This design comes from an exercise in tuning for small area on the open sky130 flow, not from production work. Function was checked by simulation only, so behaviour that the tests miss may differ from the original. The flow treats the clock pin as an ideal source, which a real chip does not have. Power figures rest on the tool's default switching activity, not on a simulated workload.

pine:
==> flow/design.v <==
`timescale 1ns / 1ps
module ackerchip (
  input  wire        clock,
  input  wire        reset,                    
  input  wire        rs232_Data_out_valid,
  input  wire [7:0]  rs232_Data_out,
  input  wire        rs232_Ready_for_Data_in,
  output wire        rs232_Data_in_valid,
  output wire [7:0]  rs232_Data_in,
  input  wire        adc_Data_out_valid,
  input  wire [13:0] adc_Data_out_ch0,
  input  wire [13:0] adc_Data_out_ch1,
  output wire        oc_rotation_on,
  output wire        oc_power,
  output wire        oc_action,
  output wire        pwm_out
);
reg  [7:0] count;
reg        pwm_q;
reg  [7:0] distance;
reg        power;
always @(posedge clock) begin
  if (reset == 1'b0) count <= 8'd0;
  else               count <= count + 8'd1;
  pwm_q <= (distance > count) & power;
end
assign pwm_out = pwm_q;
reg F;
always @(posedge clock)
  if (reset == 1'b0)  F <= 1'b1;
  else if (count[2])  F <= 1'b0;
wire intro = F & (count[2:0] == 3'd0);    
wire first = F & (count[2:0] != 3'd0);    
wire [1:0] s = count[1:0] - 2'd1;          
reg [16:0] T0, T1, T2, T3;
reg [3:0]  K0, K1, K2, K3;
reg        D0, D1, D2, D3;                
reg        set_v;                          
wire [3:0] set_k;
wire [1:0] set_s;
reg  [7:0] delay;
wire       delay_done = (delay == 8'd0);
reg  [1:0] da_st;                          
wire       da_ready = ~da_st[1];
wire [3:0]  ho = T0[16:13];
wire [12:0] hi = T0[12:0];
wire hi_z = (hi == 13'd0);
wire ho_z = (ho == 4'd0);
wire tdone = hi_z & ho_z;
wire sample = ~F & adc_Data_out_valid & da_ready & tdone & delay_done;
reg [12:0] ldef, ldef1;
always @(*) begin
  case (s)
    2'd0: begin ldef = 13'd2353; ldef1 = 13'd4707; end    
    2'd1: begin ldef = 13'd1574; ldef1 = 13'd3149; end    
    2'd2: begin ldef = 13'd7127; ldef1 = 13'd6063; end    
    default: begin ldef = 13'd5175; ldef1 = 13'd2159; end  
  endcase
end
wire hi_fb = (hi[12] ^ hi[3] ^ hi[2] ^ hi[0]) & (hi[11:0] != 12'd0);
wire [12:0] hi_step = {hi[11:0], hi_fb};
wire wrap = hi_z & ~ho_z;
wire [12:0] i_dec = hi_step | (wrap ? 13'd676 : 13'd0);    
wire [3:0]  o_dec = wrap ? ho - 4'd1 : ho;
reg [16:0] t_new;
always @(*) begin
  if (first)       t_new = {4'd0, ldef1};
  else if (sample) t_new = D0 ? {4'd0, ldef} : {K0, 13'd0};
  else             t_new = {o_dec, i_dec};
end
wire [1:0] wslot = set_s - count[1:0];
wire w0 = set_v & (wslot == 2'd0);
wire w1 = set_v & (wslot == 2'd1);
wire w2 = set_v & (wslot == 2'd2);
wire w3 = set_v & (wslot == 2'd3);
always @(posedge clock) begin
  T0 <= T1; T1 <= T2; T2 <= T3; T3 <= t_new;
  K0 <= w0 ? set_k : K1;
  K1 <= w1 ? set_k : K2;
  K2 <= w2 ? set_k : K3;
  K3 <= w3 ? set_k : K0;
  if (reset == 1'b0) begin
    D0 <= 1'b1; D1 <= 1'b1; D2 <= 1'b1; D3 <= 1'b1;
  end else begin
    D0 <= ~w0 & D1;
    D1 <= ~w1 & D2;
    D2 <= ~w2 & D3;
    D3 <= ~w3 & D0;
  end
  delay <= (intro | sample) ? 8'd35 : {delay[6:0], (delay[7] ^ delay[5] ^ delay[4] ^ delay[3]) & (delay[6:0] != 7'd0)};   
end
reg [13:0] sdata;
reg [1:0]  stype;
reg        tx_valid;
reg [7:0]  tx_data;
wire [5:0] t6 = sdata[13:8];
wire t6_z  = (t6 == 6'd0);
wire send0 = (da_st == 2'd2) & rs232_Ready_for_Data_in;
wire send1 = (da_st == 2'd3) & rs232_Ready_for_Data_in & t6_z;
always @(posedge clock) begin
  if (sample) begin
    sdata <= s[0] ? adc_Data_out_ch1 : adc_Data_out_ch0;
    stype <= s;
  end else if (send0)
    sdata[13:8] <= 6'd10;
  else if (da_st == 2'd3)
    sdata[13:8] <= {t6[4:0], (t6[5] ^ t6[4]) & (t6[4:0] != 5'd0)};
  if (reset == 1'b0) begin
    da_st    <= 2'd0;
    tx_valid <= 1'b0;
    tx_data  <= 8'd0;
  end else begin
    case (da_st)
      2'd0: da_st <= sample ? 2'd1 : 2'd0;
      2'd1: da_st <= 2'd2;
      2'd2: da_st <= rs232_Ready_for_Data_in ? 2'd3 : 2'd2;
      default: da_st <= send1 ? 2'd0 : 2'd3;
    endcase
    tx_valid <= send0 | send1;
    if (send0)      tx_data <= {stype, sdata[13:8]};
    else if (send1) tx_data <= sdata[7:0];
  end
end
assign rs232_Data_in_valid = tx_valid;
assign rs232_Data_in       = tx_data;
reg        last_valid;
reg        rot;
reg  [1:0] q;
reg  [4:0] pump_time;
reg  [12:0] X;
reg  [7:0] last_pos;
reg        action;
wire rx   = rs232_Data_out_valid & ~last_valid;
assign set_k = X[8:5];
assign set_s = X[10:9];
wire [7:0] d = rs232_Data_out;
wire b0   = (q == 2'd0);
wire b1   = (q == 2'd1);
wire b2   = (q == 2'd2);
wire pump = (q == 2'd3) & ~rot;
wire pt_z = (pump_time == 5'd0);
wire px_z = (X[10:0] == 11'd0);
wire at_target = (last_pos == X[12:5]);
wire rt_e = (X[4:0] == 5'b00001);
wire px_fb = (X[10] ^ X[8]) & (X[9:0] != 10'd0);
wire [10:0] px_step = {X[9:0], px_fb} | (px_z ? 11'd13 : 11'd0);
always @(posedge clock) begin
  if (~q[1])
    X <= {d, 5'b00010};
  else if (rot) begin
    if (at_target) X[10:0] <= 11'd13;
    else           X[4:0]  <= {X[3:0], X[4] ^ X[2]};
  end else if (q[0])
    X[10:0] <= px_step;
  if (b0)
    pump_time <= d[4:0];
  else if (pump & px_z & ~pt_z)
    pump_time <= pump_time - 5'd1;
  if (b2) distance <= d;
  if (reset == 1'b0) begin
    last_valid <= 1'b0;
    rot        <= 1'b0;
    q          <= 2'd0;
    last_pos   <= 8'd0;
    action     <= 1'b0;
    power      <= 1'b0;
    set_v      <= 1'b0;
  end else begin
    last_valid <= rs232_Data_out_valid;
    set_v      <= b0 & rx & (d[7:6] == 2'b01);
    power      <= pump & ~pt_z;
    if (b0)
      action <= rx & (d[7:5] == 3'b001);
    else if (pump & pt_z)
      action <= 1'b0;
    if (rot & rt_e & ~at_target) last_pos <= last_pos + 8'd1;
    case (q)
      2'd0: if (rx & (d[7:6] == 2'b00)) q <= 2'd1;
      2'd1: if (rx) q <= 2'd2;
      2'd2: if (rx) begin q <= 2'd3; rot <= 1'b1; end
      default:
        if (rot) begin
          if (at_target) rot <= 1'b0;
        end else if (pt_z) q <= 2'd0;
    endcase
  end
end
assign oc_rotation_on = rot;
assign oc_power       = power;
assign oc_action      = action;
endmodule
clock: 10.0 ns
lec_check: 0
cap_margin: 20
core_margin: 2
core_utilization: 60
cts_buf_list: sky130_fd_sc_hd__clkbuf_8
place_density: 0.7
slew_margin: 20
standard.sh (not shown) runs the stock make flow with config.mk's settings and CLKGATE_MAP_FILE= SYNTH_SCRIPT=/design/flow/synth_recipe.tcl, a recipe that flattens the netlist after the stock synthesis.
==> flow/flow/run.sh <==
#!/bin/bash
# Own layout flow: the standard flow (standard synthesis unchanged), with
# the port buffers made from buf_1 cells and clock tree synthesis run without
# dummy loads. Each tool's output goes to the ORFS logs under orfs/logs; make's
# own output goes to standard.log in this folder.
set -euo pipefail
export BUFFER_PORTS_ARGS="-buffer_cell sky130_fd_sc_hd__buf_1"
export CTS_ARGS="-sink_clustering_enable -repair_clock_nets -dont_use_dummy_load -buf_list sky130_fd_sc_hd__clkbuf_8"
bash standard.sh > standard.log 2>&1
Inputs modified between pine and maple:
--- a/flow/design.v
+++ b/flow/design.v
@@ -20,8 +20,15 @@
 reg  [7:0] distance;
 reg        power;
+reg pwm_gt;
+integer gi;
+always @(*) begin
+  pwm_gt = 1'b0;
+  for (gi = 0; gi < 8; gi = gi + 1)
+    pwm_gt = count[gi] ? (distance[gi] & pwm_gt) : (distance[gi] | pwm_gt);
+end
 always @(posedge clock) begin
   if (reset == 1'b0) count <= 8'd0;
   else               count <= count + 8'd1;
-  pwm_q <= (distance > count) & power;
+  pwm_q <= pwm_gt & power;
 end
 assign pwm_out = pwm_q;
@@ -96,6 +103,6 @@
 wire [5:0] t6 = sdata[13:8];
 wire t6_z  = (t6 == 6'd0);
-wire send0 = (da_st == 2'd2) & rs232_Ready_for_Data_in;
-wire send1 = (da_st == 2'd3) & rs232_Ready_for_Data_in & t6_z;
+wire send0 = (da_st == 2'd3) & rs232_Ready_for_Data_in;
+wire send1 = (da_st == 2'd2) & rs232_Ready_for_Data_in & t6_z;
 always @(posedge clock) begin
   if (sample) begin
@@ -104,5 +111,5 @@
   end else if (send0)
     sdata[13:8] <= 6'd10;
-  else if (da_st == 2'd3)
+  else if (da_st == 2'd2)
     sdata[13:8] <= {t6[4:0], (t6[5] ^ t6[4]) & (t6[4:0] != 5'd0)};
   if (reset == 1'b0) begin
@@ -113,7 +120,7 @@
     case (da_st)
       2'd0: da_st <= sample ? 2'd1 : 2'd0;
-      2'd1: da_st <= 2'd2;
-      2'd2: da_st <= rs232_Ready_for_Data_in ? 2'd3 : 2'd2;
-      default: da_st <= send1 ? 2'd0 : 2'd3;
+      2'd1: da_st <= 2'd3;
+      2'd3: da_st <= rs232_Ready_for_Data_in ? 2'd2 : 2'd3;
+      default: da_st <= send1 ? 2'd0 : 2'd2;
     endcase
     tx_valid <= send0 | send1;
@@ -137,6 +144,6 @@
 wire b0   = (q == 2'd0);
 wire b1   = (q == 2'd1);
-wire b2   = (q == 2'd2);
-wire pump = (q == 2'd3) & ~rot;
+wire b2   = (q == 2'd3);
+wire pump = (q == 2'd2) & ~rot;
 wire pt_z = (pump_time == 5'd0);
 wire px_z = (X[10:0] == 11'd0);
@@ -151,5 +158,5 @@
     if (at_target) X[10:0] <= 11'd13;
     else           X[4:0]  <= {X[3:0], X[4] ^ X[2]};
-  end else if (q[0])
+  end else if (~q[0])
     X[10:0] <= px_step;
   if (b0)
@@ -177,6 +184,6 @@
     case (q)
       2'd0: if (rx & (d[7:6] == 2'b00)) q <= 2'd1;
-      2'd1: if (rx) q <= 2'd2;
-      2'd2: if (rx) begin q <= 2'd3; rot <= 1'b1; end
+      2'd1: if (rx) q <= 2'd3;
+      2'd3: if (rx) begin q <= 2'd2; rot <= 1'b1; end
       default:
         if (rot) begin
Notes after the runs:
Across maple and pine, the outcome is the same: a clean finish for every run.
Status: final setup skew parity (maple, pine)
Share of total power in sequential cells: maple < pine
Delta (maple minus pine): number of vias after detailed routing dropped 164, overall routing resource usage climbed 0.28 points.
Lower proportion of cell area occupied by multi-input gates was reported by maple, not pine.
Relative to pine, the power after layout of maple is higher by 6.5%.
Changes observed in maple relative to pine: leakage component of the power flat, simple-gate share of the synthesized area up 0.60 points, wire length of the first global-routing pass down 320 um.


Setup of the reference run:
ackerchip, a different RTL version from the one above (not shown whole).
Size in the first run: ~170 flip-flops, about 0.0064 mm² of cells after synthesis.
==> module ackerchip, before the edit <==
module ackerchip (
  input  wire        clock,
  input  wire        reset,                    
  input  wire        rs232_Data_out_valid,
  input  wire [7:0]  rs232_Data_out,
  input  wire        rs232_Ready_for_Data_in,
  output wire        rs232_Data_in_valid,
  output wire [7:0]  rs232_Data_in,
  input  wire        adc_Data_out_valid,
  input  wire [13:0] adc_Data_out_ch0,
  input  wire [13:0] adc_Data_out_ch1,
  output wire        oc_rotation_on,
  output wire        oc_power,
  output wire        oc_action,
  output wire        pwm_out
);
reg  [7:0] count;
reg        pwm_q;
reg  [7:0] distance;
reg        power;
reg pwm_gt;
integer gi;
always @(*) begin
  pwm_gt = 1'b0;
  for (gi = 0; gi < 8; gi = gi + 1)
    pwm_gt = count[gi] ? (distance[gi] & pwm_gt) : (distance[gi] | pwm_gt);
end
always @(posedge clock) begin
  if (reset == 1'b0) count <= 8'd0;
  else               count <= count + 8'd1;
  pwm_q <= pwm_gt & power;
end
assign pwm_out = pwm_q;
reg F;
always @(posedge clock)
  if (reset == 1'b0)  F <= 1'b1;
  else if (count[2])  F <= 1'b0;
wire intro = F & (count[2:0] == 3'd0);    
wire first = F & (count[2:0] != 3'd0);    
wire [1:0] s = count[1:0] - 2'd1;          
reg [16:0] T0, T1, T2, T3;
reg [3:0]  K0, K1, K2, K3;
reg        D0, D1, D2, D3;                
reg        set_v;                          
wire [3:0] set_k;
wire [1:0] set_s;
reg  [7:0] delay;
wire       delay_done = (delay == 8'd0);
reg  [1:0] da_st;                          
wire       da_ready = ~da_st[1];
wire [3:0]  ho = T0[16:13];
wire [12:0] hi = T0[12:0];
wire hi_z = (hi == 13'd0);
wire ho_z = (ho == 4'd0);
wire tdone = hi_z & ho_z;
wire sample = ~F & adc_Data_out_valid & da_ready & tdone & delay_done;
reg [12:0] ldef, ldef1;
always @(*) begin
  case (s)
    2'd0: begin ldef = 13'd2353; ldef1 = 13'd4707; end    
    2'd1: begin ldef = 13'd1574; ldef1 = 13'd3149; end    
    2'd2: begin ldef = 13'd7127; ldef1 = 13'd6063; end    
    default: begin ldef = 13'd5175; ldef1 = 13'd2159; end  
  endcase
end
wire hi_fb = (hi[12] ^ hi[3] ^ hi[2] ^ hi[0]) & (hi[11:0] != 12'd0);
wire [12:0] hi_step = {hi[11:0], hi_fb};
wire wrap = hi_z & ~ho_z;
wire [12:0] i_dec = hi_step | (wrap ? 13'd676 : 13'd0);    
wire [3:0]  o_dec = wrap ? ho - 4'd1 : ho;
reg [16:0] t_new;
always @(*) begin
  if (first)       t_new = {4'd0, ldef1};
  else if (sample) t_new = D0 ? {4'd0, ldef} : {K0, 13'd0};
  else             t_new = {o_dec, i_dec};
end
wire [1:0] wslot = set_s - count[1:0];
wire w0 = set_v & (wslot == 2'd0);
wire w1 = set_v & (wslot == 2'd1);
wire w2 = set_v & (wslot == 2'd2);
wire w3 = set_v & (wslot == 2'd3);
always @(posedge clock) begin
  T0 <= T1; T1 <= T2; T2 <= T3; T3 <= t_new;
  K0 <= w0 ? set_k : K1;
  K1 <= w1 ? set_k : K2;
  K2 <= w2 ? set_k : K3;
  K3 <= w3 ? set_k : K0;
  if (reset == 1'b0) begin
    D0 <= 1'b1; D1 <= 1'b1; D2 <= 1'b1; D3 <= 1'b1;
  end else begin
    D0 <= ~w0 & D1;
    D1 <= ~w1 & D2;
    D2 <= ~w2 & D3;
    D3 <= ~w3 & D0;
  end
  delay <= (intro | sample) ? 8'd35 : {delay[6:0], (delay[7] ^ delay[5] ^ delay[4] ^ delay[3]) & (delay[6:0] != 7'd0)};   
end
reg [13:0] sdata;
reg [1:0]  stype;
reg        tx_valid;
reg [7:0]  tx_data;
wire [5:0] t6 = sdata[13:8];
wire t6_z  = (t6 == 6'd0);
wire send0 = (da_st == 2'd3) & rs232_Ready_for_Data_in;
wire send1 = (da_st == 2'd2) & rs232_Ready_for_Data_in & t6_z;
always @(posedge clock) begin
  if (sample) begin
    sdata <= s[0] ? adc_Data_out_ch1 : adc_Data_out_ch0;
    stype <= s;
  end else if (send0)
    sdata[13:8] <= 6'd10;
  else if (da_st == 2'd2)
    sdata[13:8] <= {t6[4:0], (t6[5] ^ t6[4]) & (t6[4:0] != 5'd0)};
  if (reset == 1'b0) begin
    da_st    <= 2'd0;
    tx_valid <= 1'b0;
    tx_data  <= 8'd0;
  end else begin
    case (da_st)
      2'd0: da_st <= sample ? 2'd1 : 2'd0;
      2'd1: da_st <= 2'd3;
      2'd3: da_st <= rs232_Ready_for_Data_in ? 2'd2 : 2'd3;
      default: da_st <= send1 ? 2'd0 : 2'd2;
    endcase
    tx_valid <= send0 | send1;
    if (send0)      tx_data <= {stype, sdata[13:8]};
    else if (send1) tx_data <= sdata[7:0];
  end
end
assign rs232_Data_in_valid = tx_valid;
assign rs232_Data_in       = tx_data;
reg        last_valid;
reg        rot;
reg  [1:0] q;
reg  [4:0] pump_time;
reg  [12:0] X;
reg  [7:0] last_pos;
reg        action;
wire rx   = rs232_Data_out_valid & ~last_valid;
assign set_k = X[8:5];
assign set_s = X[10:9];
wire [7:0] d = rs232_Data_out;
wire b0   = (q == 2'd0);
wire b1   = (q == 2'd1);
wire b2   = (q == 2'd3);
wire pump = (q == 2'd2) & ~rot;
wire pt_z = (pump_time == 5'd0);
wire px_z = (X[10:0] == 11'd0);
wire at_target = (last_pos == X[12:5]);
wire rt_e = (X[4:0] == 5'b00001);
wire px_fb = (X[10] ^ X[8]) & (X[9:0] != 10'd0);
wire [10:0] px_step = {X[9:0], px_fb} | (px_z ? 11'd13 : 11'd0);
always @(posedge clock) begin
  if (~q[1])
    X <= {d, 5'b00010};
  else if (q[0])
    X[4:0] <= 5'b00010;
  else if (rot) begin
    if (at_target) X[10:0] <= 11'd13;
    else           X[4:0]  <= {X[3:0], X[4] ^ X[2]};
  end else
    X[10:0] <= px_step;
  if (b0)
    pump_time <= d[4:0];
  else if (pump & px_z)                     
    pump_time <= pump_time - 5'd1;
  if (q[0]) distance <= d;                  
  if (reset == 1'b0) begin
    last_valid <= 1'b0;
    rot        <= 1'b0;
    q          <= 2'd0;
    last_pos   <= 8'd0;
    action     <= 1'b0;
    power      <= 1'b0;
    set_v      <= 1'b0;
  end else begin
    last_valid <= rs232_Data_out_valid;
    set_v      <= b0 & rx & (d[7:6] == 2'b01);
    power      <= pump & ~pt_z;
    if (b0)
      action <= rx & (d[7:5] == 3'b001);
    else if (pump & pt_z)
      action <= 1'b0;
    if (rot & rt_e & ~at_target) last_pos <= last_pos + 8'd1;
    case (q)
      2'd0: if (rx & (d[7:6] == 2'b00)) q <= 2'd1;
      2'd1: if (rx) q <= 2'd3;
      2'd3: if (rx) begin q <= 2'd2; rot <= 1'b1; end
      default:
        if (rot) begin
          if (at_target) rot <= 1'b0;
        end else if (pt_z) q <= 2'd0;
    endcase
  end
end
assign oc_rotation_on = rot;
assign oc_power       = power;
assign oc_action      = action;
endmodule
Settings: LEC_CHECK=0, CAP_MARGIN=20, CORE_MARGIN=2, CORE_UTILIZATION=60, CTS_BUF_LIST=sky130_fd_sc_hd__clkbuf_8, PLACE_DENSITY=0.7, SLEW_MARGIN=20; clock period 10.0 ns.
==> flow/flow/run.sh <==
#!/bin/bash
# Own layout flow: the standard flow (standard synthesis unchanged), with
#  - the port buffers made from buf_1 cells,
#  - clock tree synthesis without dummy loads, and each clock buffer then
#    sized down to the smallest size that keeps its sinks' clock slew within
#    CTS_SINK_SLEW_MAX (flow/post_cts.tcl).
# make's output goes to flow_make.log in this folder; each tool's full output
# is in the ORFS logs under orfs/logs.
set -euo pipefail
HERE=$(pwd)
export BUFFER_PORTS_ARGS="-buffer_cell sky130_fd_sc_hd__buf_1"
export CTS_ARGS="-sink_clustering_enable -repair_clock_nets -dont_use_dummy_load -buf_list sky130_fd_sc_hd__clkbuf_8"
export POST_CTS_TCL="$HERE/flow/post_cts.tcl"
export CTS_SINK_SLEW_MAX=0.125
bash standard.sh > "$HERE/flow_make.log" 2>&1
==> flow/flow/post_cts.tcl <==
# After clock tree synthesis: give each clock buffer the smallest size whose
# sinks still see a clock edge of at most CTS_SINK_SLEW_MAX (ns, with
# placement parasitics), then legalize the placement again.
set sizes {sky130_fd_sc_hd__clkbuf_2 sky130_fd_sc_hd__clkbuf_4 sky130_fd_sc_hd__clkbuf_8 sky130_fd_sc_hd__clkbuf_16}
proc worst_sink_slew { inst } {
  set out [get_pins -of_objects $inst -filter "direction==output"]
  set worst 0
  foreach p [get_pins -of_objects [get_nets -of_objects $out] -filter "direction==input"] {
    set s [get_property $p slew_max]
    if { $s > $worst } { set worst $s }
  }
  return $worst
}
set limit $::env(CTS_SINK_SLEW_MAX)
estimate_parasitics -placement
set bufs {}
foreach inst [get_cells *] {
  if { [string match "sky130_fd_sc_hd__clkbuf_*" [get_property $inst ref_name]] } { lappend bufs $inst }
}
foreach inst $bufs {
  set orig [get_property $inst ref_name]
  set chosen ""
  foreach size $sizes {
    replace_cell $inst $size
    estimate_parasitics -placement
    set w [worst_sink_slew $inst]
    foreach p [get_pins -of_objects [get_nets -of_objects [get_pins -of_objects $inst -filter "direction==output"]] -filter "direction==input"] {
      set c [get_cells -of_objects $p]
      if { [string match "sky130_fd_sc_hd__clkbuf_*" [get_property $c ref_name]] } {
        set w2 [worst_sink_slew $c]
        if { $w2 > $w } { set w $w2 }
      }
    }
    if { $w <= $limit } { set chosen $size; break }
  }
  if { $chosen eq "" } { set chosen $orig; replace_cell $inst $orig }
  puts "clock buffer [get_property $inst full_name]: $orig -> $chosen"
}
estimate_parasitics -placement
detailed_placement
check_placement -verbose
estimate_parasitics -placement
--- input diff the reference run..the trial run ---
--- a/flow/design.v
+++ b/flow/design.v
@@ -58,23 +58,19 @@
 reg [12:0] ldef, ldef1;
 always @(*) begin
   case (s)
-    2'd0: begin ldef = 13'd2353; ldef1 = 13'd4707; end    
-    2'd1: begin ldef = 13'd1574; ldef1 = 13'd3149; end    
-    2'd2: begin ldef = 13'd7127; ldef1 = 13'd6063; end    
-    default: begin ldef = 13'd5175; ldef1 = 13'd2159; end  
+    2'd0: begin ldef = 13'd5360; ldef1 = 13'd2528; end    
+    2'd1: begin ldef = 13'd5493; ldef1 = 13'd2795; end    
+    2'd2: begin ldef = 13'd2402; ldef1 = 13'd4805; end    
+    default: begin ldef = 13'd1378; ldef1 = 13'd2757; end  
   endcase
 end
-wire hi_fb = (hi[12] ^ hi[3] ^ hi[2] ^ hi[0]) & (hi[11:0] != 12'd0);
+wire hi_fb = (hi[12] ^ hi[11] ^ hi[10] ^ hi[9] ^ hi[8] ^ hi[1]) & (hi[11:0] != 12'd0);
 wire [12:0] hi_step = {hi[11:0], hi_fb};
 wire wrap = hi_z & ~ho_z;
-wire [12:0] i_dec = hi_step | (wrap ? 13'd676 : 13'd0);    
+wire [12:0] i_dec = hi_step | (wrap ? 13'd7905 : 13'd0);    
 wire [3:0]  o_dec = wrap ? ho - 4'd1 : ho;
-reg [16:0] t_new;
-always @(*) begin
-  if (first)       t_new = {4'd0, ldef1};
-  else if (sample) t_new = D0 ? {4'd0, ldef} : {K0, 13'd0};
-  else             t_new = {o_dec, i_dec};
-end
+wire [16:0] t_new = first ? {4'd0, ldef1}
+                          : ({o_dec, i_dec} | (sample ? (D0 ? {4'd0, ldef} : {K0, 13'd0}) : 17'd0));
 wire [1:0] wslot = set_s - count[1:0];
 wire w0 = set_v & (wslot == 2'd0);
 wire w1 = set_v & (wslot == 2'd1);
Notes after the runs:
- The trial run has completed all stages; timing, DRC and antenna checks passed.
- The reference run finished all stages; the layout is clean.
- On detailed-route wire length: the trial run sits below the reference run.
- Summary of the trial run over the reference run: net count of the finished layout now larger, sum of met2 wire segment lengths after detailed routing now smaller, area growth from synthesis to final layout now larger.
- The trial run gives less data arrival at the endpoint of the critical path than the reference run did.

## afterwards: timing with drivers on the ports
The flow's constraints put no driver on any port. The routed layouts listed below were extracted and timed again, unchanged, in two steps. Step 1, drivers: a clkbuf_16 drives clock and a buf_2 each remaining input, both assumed. Step 2 moves the port delays by t, midway between the first and last clock arrival at a register: inputs arrive t later, outputs are due t later. That takes back most of the time a late clock gives input paths. Three values: ideal, step 1, step 2; two values: the first two.
run | shift t [ns] | setup slack, ns | slew at the worst register clock pin (ns) | worst slew at a driven data input, ns
pine | 0.472 | 6.207 / 6.219 / 5.747 | 0.09 / 0.09 | 0.04
maple | 0.467 | 6.684 / 6.685 / 6.218 | 0.09 / 0.09 | 0.04
the reference run | 0.454 | 6.407 / 6.416 / 5.962 | 0.12 / 0.12 | 0.03
the trial run | 0.450 | 6.933 / 6.899 / 6.525 | 0.12 / 0.12 | 0.03
After both steps setup and hold are still met in every run listed. For maple, which loses most, drivers alone change the setup slack by +0.001 ns; drivers and shift together by -0.466 ns.
